Source: an optimization exercise on an open RTL-to-GDS flow (aim: small area). Production flows keep margins and buffers that such runs may drop.
Only simulation tests tie the RTL to the original design; equivalence was not proved.
The flow treats the clock pin as an ideal source, which a real chip does not have.

==> flow/design.v (excerpt) <==
module uart_txrx (
    input  wire        clk,        
    input  wire        rst,        
    input  wire [31:0] tx_data,    
    input  wire        tx_start,   
    input  wire        tx_retry,   
    output wire        txd,        
    output wire        tx_done,    
    input  wire        rxd,        
    output wire [31:0] rx_data,    
    output wire        rx_done,    
    output wire        rx_error    
);
For scale: roughly 200 cells after synthesis.
export LEC_CHECK = 0
export CAP_MARGIN = 20
export CORE_MARGIN = 2
export CORE_UTILIZATION = 40
export PLACE_DENSITY = 0.6
export SLEW_MARGIN = 20
create_clock -name core_clock -period 5.0 [get_ports {clk}]
standard.sh (not shown) runs the stock make flow with config.mk's settings and CLKGATE_MAP_FILE= SYNTH_SCRIPT=/design/flow/synth_recipe.tcl, a recipe that flattens the netlist after the stock synthesis.
==> flow/flow/run.sh <==
#!/bin/bash
# The standard ORFS layout (the standard.sh, standard synthesis included),
# with the capture muxes swapped for a22o cells and the rest of the logic
# remapped for area by OpenROAD's restructure (flow/pre_floorplan.tcl),
# smaller port buffers, cells sized down after placement, and a small
# hand-built two-level clock tree (flow/pre_cts.tcl). Each ORFS step logs to
# orfs/logs/; make's own output goes to flow_make.log.
set -euo pipefail
python3 flow/filt_lib.py "$FLOW_HOME/platforms/sky130hd/lib/sky130_fd_sc_hd__tt_025C_1v80.lib" \
  "$PWD/rmp.lib" > filt_lib.log 2>&1
bash standard.sh \
  "RMP_LIB=$PWD/rmp.lib" \
  "BUFFER_PORTS_ARGS=-buffer_cell sky130_fd_sc_hd__buf_1" \
  "POST_RESIZE_TCL=$PWD/flow/post_resize.tcl" \
  "PRE_FLOORPLAN_TCL=$PWD/flow/pre_floorplan.tcl" \
  "PRE_CTS_TCL=$PWD/flow/pre_cts.tcl" \
  "CTS_ARGS=-clk_nets clk -sink_clustering_enable -dont_use_dummy_load -buf_list sky130_fd_sc_hd__clkbuf_8" \
  finish > flow_make.log 2>&1
==> flow/flow/pre_cts.tcl <==
source [file join [file dirname [info script]] mtree.tcl]
build_clock_tree {
  {9 clkbuf_4 clkbuf_2}
  {5 clkbuf_8 clkbuf_2}
  {10 clkbuf_4 clkbuf_2}
  {6 clkbuf_8 clkbuf_2}
  {11 clkbuf_4 clkbuf_2}
  {7 clkbuf_8 clkbuf_2}
} 0.105
==> flow/flow/pre_floorplan.tcl <==
# Before floorplanning: Yosys/ABC maps the transmitter's word capture (load a
# bit of tx_data or take the next ring stage) to one mux2 per bit, all on one
# select net. An a22o (8.76 um2) with the select and its inverse, the inverse
# made once by a shared inverter, does the same in less area than a mux2
# (11.26 um2), so swap every mux2 whose select drives two or more of them.
# Buffers left without a load are removed by the floorplan step.
set block [ord::get_db_block]
set db [ord::get_db]
set a22o [$db findMaster sky130_fd_sc_hd__a22o_1]
set inv [$db findMaster sky130_fd_sc_hd__inv_1]
# the net a select comes from before any buffers ABC put on it
proc unbuffered {net} {
  while 1 {
    set drv ""
    foreach it [$net getITerms] { if {[$it isOutputSignal]} { set drv [$it getInst] } }
    if {$drv eq "" || ![string match sky130_fd_sc_hd__buf_* [[$drv getMaster] getName]]} {
      return $net
    }
    set net [[$drv findITerm A] getNet]
  }
}
set bysel [dict create]
foreach inst [$block getInsts] {
  if {![string match sky130_fd_sc_hd__mux2_* [[$inst getMaster] getName]]} continue
  set snet [unbuffered [[$inst findITerm S] getNet]]
  dict lappend bysel [$snet getId] $inst
}
set n 0
set swapped 0
dict for {sid insts} $bysel {
  if {[llength $insts] < 2} continue
  set snet [odb::dbNet_getNet $block $sid]
  set nnet [odb::dbNet_create $block mux_sel_n_$n]
  set iv [odb::dbInst_create $block $inv mux_sel_inv_$n]
  [$iv findITerm A] connect $snet
  [$iv findITerm Y] connect $nnet
  foreach inst $insts {
    set a0 [[$inst findITerm A0] getNet]
    set a1 [[$inst findITerm A1] getNet]
    set x [[$inst findITerm X] getNet]
    set name [$inst getName]
    odb::dbInst_destroy $inst
    set g [odb::dbInst_create $block $a22o $name]
    [$g findITerm A1] connect $snet
    [$g findITerm A2] connect $a1
    [$g findITerm B1] connect $nnet
    [$g findITerm B2] connect $a0
    [$g findITerm X] connect $x
    incr swapped
  }
  incr n
}
puts "pre_floorplan: $swapped mux2 cells on $n select nets swapped for a22o"

# Then let OpenROAD's restructure remap the combinational logic with ABC for
# area, against a copy of the library without the don't-use cells (run.sh
# writes it).
set rmp_dir $::env(OBJECTS_DIR)/rmp
file mkdir $rmp_dir
set_dont_use $::env(DONT_USE_CELLS)
restructure -target area -liberty_file $::env(RMP_LIB) \
  -tielo_port sky130_fd_sc_hd__conb_1/LO -tiehi_port sky130_fd_sc_hd__conb_1/HI \
  -work_dir $rmp_dir -abc_logfile $rmp_dir/abc.log
report_design_area
Other scripts of this flow, unchanged in this note and not shown: flow/flow/filt_lib.py, flow/flow/mtree.tcl, flow/flow/post_resize.tcl
The first run stopped in 2_1_floorplan.
Next try:
--- a/flow/flow/run.sh
+++ b/flow/flow/run.sh
@@ -2,5 +2,6 @@
 # The standard ORFS layout (the standard.sh, standard synthesis included),
 # with the capture muxes swapped for a22o cells and the rest of the logic
-# remapped for area by OpenROAD's restructure (flow/pre_floorplan.tcl),
+# remapped for area by OpenROAD's restructure (flow/pre_floorplan.tcl,
+# flow/post_floorplan.tcl),
 # smaller port buffers, cells sized down after placement, and a small
 # hand-built two-level clock tree (flow/pre_cts.tcl). Each ORFS step logs to
@@ -14,4 +15,5 @@
   "POST_RESIZE_TCL=$PWD/flow/post_resize.tcl" \
   "PRE_FLOORPLAN_TCL=$PWD/flow/pre_floorplan.tcl" \
+  "POST_FLOORPLAN_TCL=$PWD/flow/post_floorplan.tcl" \
   "PRE_CTS_TCL=$PWD/flow/pre_cts.tcl" \
   "CTS_ARGS=-clk_nets clk -sink_clustering_enable -dont_use_dummy_load -buf_list sky130_fd_sc_hd__clkbuf_8" \
==> flow/flow/post_floorplan.tcl (new file) <==
# After floorplanning: let OpenROAD's restructure remap the combinational
# logic with ABC for area, against a copy of the library without the don't-use cells (run.sh
# writes it).
set rmp_dir $::env(OBJECTS_DIR)/rmp
file mkdir $rmp_dir
set_dont_use $::env(DONT_USE_CELLS)
restructure -target area -liberty_file $::env(RMP_LIB) \
  -tielo_port sky130_fd_sc_hd__conb_1/LO -tiehi_port sky130_fd_sc_hd__conb_1/HI \
  -work_dir $rmp_dir -abc_logfile $rmp_dir/abc.log
report_design_area
--- a/flow/flow/pre_cts.tcl
+++ b/flow/flow/pre_cts.tcl
@@ -7,3 +7,3 @@
   {11 clkbuf_4 clkbuf_2}
   {7 clkbuf_8 clkbuf_2}
-} 0.105
+} 0.115
--- a/flow/flow/pre_floorplan.tcl
+++ b/flow/flow/pre_floorplan.tcl
@@ -53,12 +53,2 @@
 puts "pre_floorplan: $swapped mux2 cells on $n select nets swapped for a22o"
 
-# Then let OpenROAD's restructure remap the combinational logic with ABC for
-# area, against a copy of the library without the don't-use cells (run.sh
-# writes it).
-set rmp_dir $::env(OBJECTS_DIR)/rmp
-file mkdir $rmp_dir
-set_dont_use $::env(DONT_USE_CELLS)
-restructure -target area -liberty_file $::env(RMP_LIB) \
-  -tielo_port sky130_fd_sc_hd__conb_1/LO -tiehi_port sky130_fd_sc_hd__conb_1/HI \
-  -work_dir $rmp_dir -abc_logfile $rmp_dir/abc.log
-report_design_area
What happened: Now the flow finished clean; synthesized cell count shrinks by about 0.5%.

==> static timing again, ports no longer ideal <==
No port has a modelled driver above. Below, the same layout with a new extraction and two added sets of constraints.
Step 1 (the two cells are an assumption about what drives the block):
set clk [get_ports {clk}]
set_driving_cell -lib_cell sky130_fd_sc_hd__clkbuf_16 $clk
set_driving_cell -lib_cell sky130_fd_sc_hd__buf_2 [delete_from_list [all_inputs] $clk]
Step 2 adds t to the input delays and takes it off the output delays; t is the mean of the earliest and latest rising clock arrival at the registers after step 1. Input paths then give back, and output paths get back, about the clock's delay inside the block.
Three values: ideal ports, drivers, drivers and shift; two values: the first two.
run: the second run
shift t [ns]: 0.486
setup WS [ns]: 2.065 / 2.039 / 2.096
slew at the worst register clock pin (ns): 0.10 / 0.10
cell pins on the clock port's net: 1
After both steps the second run still meets setup and hold. For the second run, drivers alone change the setup slack by -0.026 ns; drivers and shift together by +0.031 ns.
